From an optimization exercise on the open Yosys and OpenROAD flow, aimed at small area and a short achievable clock period; shortcuts taken in it are not production practice.
At most, simulation tests tie the RTL to the original design; equivalence was not proved.
No activity file was given, so power comes from the tool's default toggle rates.

Design perceptron_top, start of the top module:
module perceptron_top #(
    parameter WIDTH = 16
  ) (
    input clk,
    input reset,
    input      val_i,
    output     rdy_o,
    output     val_o,
    input      rdy_i,
    input  [1:0] W1W0b_en_i,
    input        b_i,
    input        W0_i,
    input        W1_i,
    input signed [WIDTH-1:0] X0_i,
    input signed [WIDTH-1:0] X1_i,
    output     Y_o
);
==> flow/config.mk <==
export PLATFORM = sky130hd
export DESIGN_NAME = perceptron_top
export DESIGN_NICKNAME = perceptron_top
export VERILOG_FILES = /design/flow/design.v
export SDC_FILE = /design/flow/constraint.sdc
export NUM_CORES = 4
export LEC_CHECK = 0
export CAP_MARGIN = 20
export CORE_MARGIN = 2
export CORE_UTILIZATION = 55
export CTS_BUF_LIST = sky130_fd_sc_hd__clkbuf_8
export SETUP_SLACK_MARGIN = 4.6
export SLEW_MARGIN = 20
export SYNTH_HIERARCHICAL = 1
export SYNTH_MINIMUM_KEEP_SIZE = 0
==> flow/constraint.sdc <==
create_clock -name core_clock -period 9.0 [get_ports {clk}]
set_input_delay 1.8000 -clock core_clock [delete_from_list [all_inputs] [get_ports {clk}]]
set_output_delay 1.8000 -clock core_clock [all_outputs]
set_load 0.01 [all_outputs]
standard.sh (not shown) runs the stock make flow with config.mk's settings and CLKGATE_MAP_FILE= SYNTH_SCRIPT=/design/flow/synth_recipe.tcl, a recipe that flattens the netlist after the stock synthesis.
==> flow/flow/run.sh <==
#!/bin/bash
# The standard layout (standard.sh: unchanged synthesis and steps), with
#  - the port buffers made of a plain buffer cell instead of the delay buffer
#    that buffer_ports picks by default, and
#  - setup repair limited to resizing gates and swapping pins (no buffer
#    insertion or gate cloning).
# ORFS keeps each step's full log under orfs/logs/; make's own output goes to
# make.log here.
set -euo pipefail
bash standard.sh BUFFER_PORTS_ARGS="-buffer_cell sky130_fd_sc_hd__buf_1" \
  SETUP_MOVE_SEQUENCE="unbuffer,sizeup,swap" finish > make.log 2>&1
The starting point finished clean.
Next try:
--- a/flow/design.v
+++ b/flow/design.v
@@ -1083,24 +1083,23 @@
 assign G1157 = g1155 | (q1156 & g1153);
 assign P1158 = q1156 & q1154;
 assign g1159 = c713 & s740;
 assign q1160 = c713 | s740;
 assign g1161 = c741 & s768;
 assign q1162 = c741 | s768;
 assign G1163 = g1161 | (q1162 & g1159);
 assign P1164 = q1162 & q1160;
 reg [26:0] cs;
-wire [26:0] cs_new = {P1133, G1132, P1146, G1145, P1158, G1157, s988, c969, s968, c945, s944, c921, s920, c893, s892, c865, s864, c833, s832, c801, s800, c769, P1164, G1163, P1152, G1151, G1142};
-wire [26:0] cs_d;
-wire eg_hold = ~en_egress;
-ao22m u_hcs [26:0] (.a(cs_new), .b(en_egress), .c(cs), .d(eg_hold), .y(cs_d));
 always @ (posedge clk)
-  cs <= cs_d;
+begin
+  if (en_egress == 1)
+    cs <= {P1133, G1132, P1146, G1145, P1158, G1157, s988, c969, s968, c945, s944, c921, s920, c893, s892, c865, s864, c833, s832, c801, s800, c769, P1164, G1163, P1152, G1151, G1142};
+end
 assign g1165 = cs[5] & cs[6];
 assign q1166 = cs[5] | cs[6];
 assign g1167 = cs[7] & cs[8];
 assign q1168 = cs[7] | cs[8];
 assign g1169 = cs[9] & cs[10];
 assign q1170 = cs[9] | cs[10];
 assign g1171 = cs[11] & cs[12];
 assign q1172 = cs[11] | cs[12];
 assign g1173 = cs[13] & cs[14];
Worst setup slack degrades by 19 ps; via count came out lower by a few percent; sequential power came out higher by about a fifth; power came out lower by roughly a tenth; wire length came out lower slightly; design area came out lower slightly.
No functional check of the RTL was part of any run of this note.


Another version of the RTL of perceptron_top (not shown whole).
Size: ~1200 cells after synthesis, about 130 flip-flops, roughly 44 I/O pins, about 0.014 mm2 of cells after synthesis.
clock: 9.0 ns
lec_check: 0
cap_margin: 20
core_margin: 2
core_utilization: 55
cts_buf_list: sky130_fd_sc_hd__clkbuf_8
setup_slack_margin: 4.6
slew_margin: 20
synth_hierarchical: 1
synth_minimum_keep_size: 0
Scripts as last shown in full above: flow/flow/run.sh
Edit:
--- a/flow/design.v
+++ b/flow/design.v
@@ -1106,18 +1106,19 @@
 assign q1160 = c713 | s740;
 assign g1161 = c741 & s768;
 assign q1162 = c741 | s768;
 assign G1163 = g1161 | (q1162 & g1159);
 assign P1164 = q1162 & q1160;
 reg [26:0] cs;
-wire [26:0] cs_new = {P1133, G1132, P1146, G1145, P1158, G1157, s988, c969, s968, c945, s944, c921, s920, c893, s892, c865, s864, c833, s832, c801, s800, c769, P1164, G1163, P1152, G1151, G1142};
-wire [26:0] cs_d;
-wire eg_hold = ~en_egress;
-ao22m u_hcs [26:0] (.a(cs_new), .b(en_egress), .c(cs), .d(eg_hold), .y(cs_d));
+reg eg_q, y_hold;
 always @ (posedge clk)
-  cs <= cs_d;
+begin
+  cs     <= {P1133, G1132, P1146, G1145, P1158, G1157, s988, c969, s968, c945, s944, c921, s920, c893, s892, c865, s864, c833, s832, c801, s800, c769, P1164, G1163, P1152, G1151, G1142};
+  eg_q   <= en_egress;
+  y_hold <= Y_o;
+end
 assign g1165 = cs[5] & cs[6];
 assign q1166 = cs[5] | cs[6];
 assign g1167 = cs[7] & cs[8];
 assign q1168 = cs[7] | cs[8];
 assign g1169 = cs[9] & cs[10];
 assign q1170 = cs[9] | cs[10];
@@ -1150,21 +1151,25 @@
 assign G1197 = G1192 | (P1193 & G1190);
 assign P1198 = P1193 & P1191;
 assign G1199 = G1195 | (P1196 & G1194);
 assign G1200 = cs[25] | (cs[26] & G1197);
 assign P1201 = cs[26] & P1198;
 assign G1202 = G1200 | (P1201 & G1199);
-assign Y_o = ~(1'b1 ^ G1202);
+wire y_new = ~(1'b1 ^ G1202);
+mux2m u_ysel (.a(y_new), .b(y_hold), .s(eg_q), .y(Y_o));
 endmodule
 module booth_enc (input xh, input xm, input xl, output onen, output twon);
   assign onen = ~(xm ^ xl);
   assign twon = ~((xh ^ xm) & ~(xm ^ xl));
 endmodule
 module ao22m (input a, input b, input c, input d, output y);
   assign y = (a & b) | (c & d);
 endmodule
+module mux2m (input a, input b, input s, output y);
+  assign y = s ? a : b;
+endmodule
 module oa22m (input a, input b, input c, input d, output y);
   assign y = (a | b) & (c | d);
 endmodule
 module invm (input a, output y);
   assign y = ~a;
 endmodule
What happened: Global-route usage grows by 0.11 points. Die area decreases by 1.3%. Worst hold slack got worse by 0.0095 ns. Count of clock-buffer cells in the layout is unchanged. Sequential share of layout area is lower by 0.42 points. Wire length went down by 1.1%. Utilization came out higher by 0.17 points. Combinational power is lower by 21%. Synthesized cell count fell by 1.9%.
Function was not checked in any run of this note: the RTL went through the layout flow alone.


== P ==
perceptron_top, a different RTL version from the one above (not shown whole).
For scale: about 1200 cells after synthesis, ~130 flip-flops, ~44 I/O pins, ~0.014 sq mm of cells after synthesis.
==> flow/config.mk <==
export PLATFORM = sky130hd
export DESIGN_NAME = perceptron_top
export DESIGN_NICKNAME = perceptron_top
export VERILOG_FILES = /design/flow/design.v
export SDC_FILE = /design/flow/constraint.sdc
export NUM_CORES = 4
export LEC_CHECK = 0
export CAP_MARGIN = 20
export CORE_MARGIN = 2
export CORE_UTILIZATION = 55
export CTS_BUF_LIST = sky130_fd_sc_hd__clkbuf_8
export SETUP_SLACK_MARGIN = 4.6
export SLEW_MARGIN = 20
export SYNTH_HIERARCHICAL = 1
export SYNTH_MINIMUM_KEEP_SIZE = 0
==> flow/constraint.sdc <==
create_clock -name core_clock -period 9.0 [get_ports {clk}]
set_input_delay 1.8000 -clock core_clock [delete_from_list [all_inputs] [get_ports {clk}]]
set_output_delay 1.8000 -clock core_clock [all_outputs]
set_load 0.01 [all_outputs]
Scripts as last shown in full above: flow/flow/run.sh
Inputs modified between P and Q:
--- a/flow/design.v
+++ b/flow/design.v
@@ -63,39 +63,39 @@
 wire [15:0] wn1_d, wn0_d, b_d;
 oa22m u_w1d [15:0] (.a({wn1[14:0], ~W1_i}), .b(shn_w1), .c(wn1), .d(hon_w1), .y(wn1_d));
 oa22m u_w0d [15:0] (.a({wn0[14:0], ~W0_i}), .b(shn_w0), .c(wn0), .d(hon_w0), .y(wn0_d));
 ao22m u_bd  [15:0] (.a({b[14:0],  b_i}),   .b(sh_b),   .c(b),   .d(ho_b),   .y(b_d));
 always @ (posedge clk)
 begin
   wn1 <= wn1_d;
   wn0 <= wn0_d;
   b   <= b_d;
 end
-wire [7:0] neg0_d, onen0_d, twon0_d, neg1_d, onen1_d, twon1_d;
+wire [7:0] neg0_d, one0_d, two0_d, neg1_d, one1_d, two1_d;
 genvar gi;
 generate for (gi = 0; gi < 8; gi = gi + 1) begin : g_enc
   booth_enc u_e0 (.xh(X0_i[2*gi+1]), .xm(X0_i[2*gi]), .xl(gi == 0 ? 1'b0 : X0_i[(gi == 0 ? 0 : 2*gi-1)]),
-                  .onen(onen0_d[gi]), .twon(twon0_d[gi]));
+                  .one(one0_d[gi]), .two(two0_d[gi]));
   assign neg0_d[gi] = X0_i[2*gi+1];
   booth_enc u_e1 (.xh(X1_i[2*gi+1]), .xm(X1_i[2*gi]), .xl(gi == 0 ? 1'b0 : X1_i[(gi == 0 ? 0 : 2*gi-1)]),
-                  .onen(onen1_d[gi]), .twon(twon1_d[gi]));
+                  .one(one1_d[gi]), .two(two1_d[gi]));
   assign neg1_d[gi] = X1_i[2*gi+1];
 end endgenerate
 reg [7:0] neg0, onen0, twon0, neg1, onen1, twon1;
 wire [7:0] neg0_n, onen0_n, twon0_n, neg1_n, onen1_n, twon1_n;
 wire en_hold = ~en_ingress;
 ao22m u_hneg0 [7:0] (.a(neg0_d), .b(en_ingress), .c(neg0), .d(en_hold), .y(neg0_n));
-ao22m u_honen0 [7:0] (.a(onen0_d), .b(en_ingress), .c(onen0), .d(en_hold), .y(onen0_n));
-ao22m u_htwon0 [7:0] (.a(twon0_d), .b(en_ingress), .c(twon0), .d(en_hold), .y(twon0_n));
+ao22m u_honen0 [7:0] (.a(~one0_d), .b(en_ingress), .c(onen0), .d(en_hold), .y(onen0_n));
+ao22m u_htwon0 [7:0] (.a(~two0_d), .b(en_ingress), .c(twon0), .d(en_hold), .y(twon0_n));
 ao22m u_hneg1 [7:0] (.a(neg1_d), .b(en_ingress), .c(neg1), .d(en_hold), .y(neg1_n));
-ao22m u_honen1 [7:0] (.a(onen1_d), .b(en_ingress), .c(onen1), .d(en_hold), .y(onen1_n));
-ao22m u_htwon1 [7:0] (.a(twon1_d), .b(en_ingress), .c(twon1), .d(en_hold), .y(twon1_n));
+ao22m u_honen1 [7:0] (.a(~one1_d), .b(en_ingress), .c(onen1), .d(en_hold), .y(onen1_n));
+ao22m u_htwon1 [7:0] (.a(~two1_d), .b(en_ingress), .c(twon1), .d(en_hold), .y(twon1_n));
 always @ (posedge clk)
 begin
   neg0 <= neg0_n; onen0 <= onen0_n; twon0 <= twon0_n;
   neg1 <= neg1_n; onen1 <= onen1_n; twon1 <= twon1_n;
 end
 wire sel1, p2, sel3, p4, sel5, p6, sel7, p8, sel9, p10, sel11, p12;
 wire sel13, p14, sel15, p16, sel17, p18, sel19, p20, sel21, p22, sel23, p24;
 wire sel25, p26, sel27, p28, sel29, p30, sel31, p32, sel33, p34, sel35, p36;
 wire sel37, p38, sel39, p40, sel41, p42, sel43, p44, sel45, p46, sel47, p48;
 wire sel49, p50, sel51, p52, sel53, p54, sel55, p56, sel57, p58, sel59, p60;
@@ -1136,23 +1136,23 @@
 assign G1195 = G1188 | (P1189 & G1186);
 assign P1196 = P1189 & P1187;
 assign G1197 = G1192 | (P1193 & G1190);
 assign P1198 = P1193 & P1191;
 assign G1199 = G1195 | (P1196 & G1194);
 assign G1200 = cs[25] | (cs[26] & G1197);
 assign P1201 = cs[26] & P1198;
 assign G1202 = G1200 | (P1201 & G1199);
 assign Y_o = ~(1'b1 ^ G1202);
 endmodule
-module booth_enc (input xh, input xm, input xl, output onen, output twon);
-  assign onen = ~(xm ^ xl);
-  assign twon = ~((xh ^ xm) & ~(xm ^ xl));
+module booth_enc (input xh, input xm, input xl, output one, output two);
+  assign one = xm ^ xl;
+  assign two = (xh ^ xm) & ~(xm ^ xl);
 endmodule
 module ao22m (input a, input b, input c, input d, output y);
   assign y = (a & b) | (c & d);
 endmodule
 module oa22m (input a, input b, input c, input d, output y);
   assign y = (a | b) & (c | d);
 endmodule
 module invm (input a, output y);
   assign y = ~a;
 endmodule
Notes after the runs:
- Diff P -> Q: worst endpoint data arrival time went up by 2140 ps; die area picked up an extra about 1%.
- After detailed routing, P needs more wire than Q.
- In the flow results for P and Q, the required time of the worst setup path is larger on Q.
- Compared with P, Q shows a higher switching power.
- In the flow results for P and Q, the filler cell count is larger on Q.
- Of P and Q, P shows the lower via count, with Q above it.
- NOTE count of unique library cells instantiated by Yosys P->Q decreased by a few percent
- P -> Q: static power due to leakage increased slightly
- Q packs its core tighter than P.
- Compared with P, Q ends up with a larger final cell area.
Only the layout flow was run in Q; the RTL was not checked for function there.

re-timing with driven ports:
How much do the figures lean on ideal ports? The routed layouts below were timed once more, with nothing changed but the port constraints. Step 1 assumes that a clkbuf_16 drives the clock port and a buf_2 every other input. Step 2 adds t to the input delays and takes it off the output delays; t is the mean of the earliest and latest rising clock arrival at the registers after step 1. Input paths then give back, and output paths get back, about the clock's delay inside the block. a / b / c = no drivers / after step 1 / after step 2; a / b = the first two.
run	t, ns	setup WS [ns]	worst setup path after step 2	slew at the worst register clock pin (ns)	pins driven straight from the clock port
the first run of note 1	0.500	4.692 / 4.671 / 4.671	input to output	0.10 / 0.10	1
the second run of note 1	0.506	4.673 / 4.672 / 4.672	input to output	0.11 / 0.11	1
the first run of note 2	0.505	4.663 / 4.663 / 4.663	register to register	0.11 / 0.11	1
the second run of note 2	0.530	4.614 / 4.614 / 4.614	register to register	0.11 / 0.11	1
P	0.518	4.662 / 4.638 / 4.638	input to output	0.10 / 0.10	1
Q	0.504	4.687 / 4.667 / 4.667	input to output	0.10 / 0.10	1
After both steps every run listed still meets setup and hold. The setup slack of P, which loses most, moves by -0.024 ns with the drivers and by -0.024 ns with both steps.
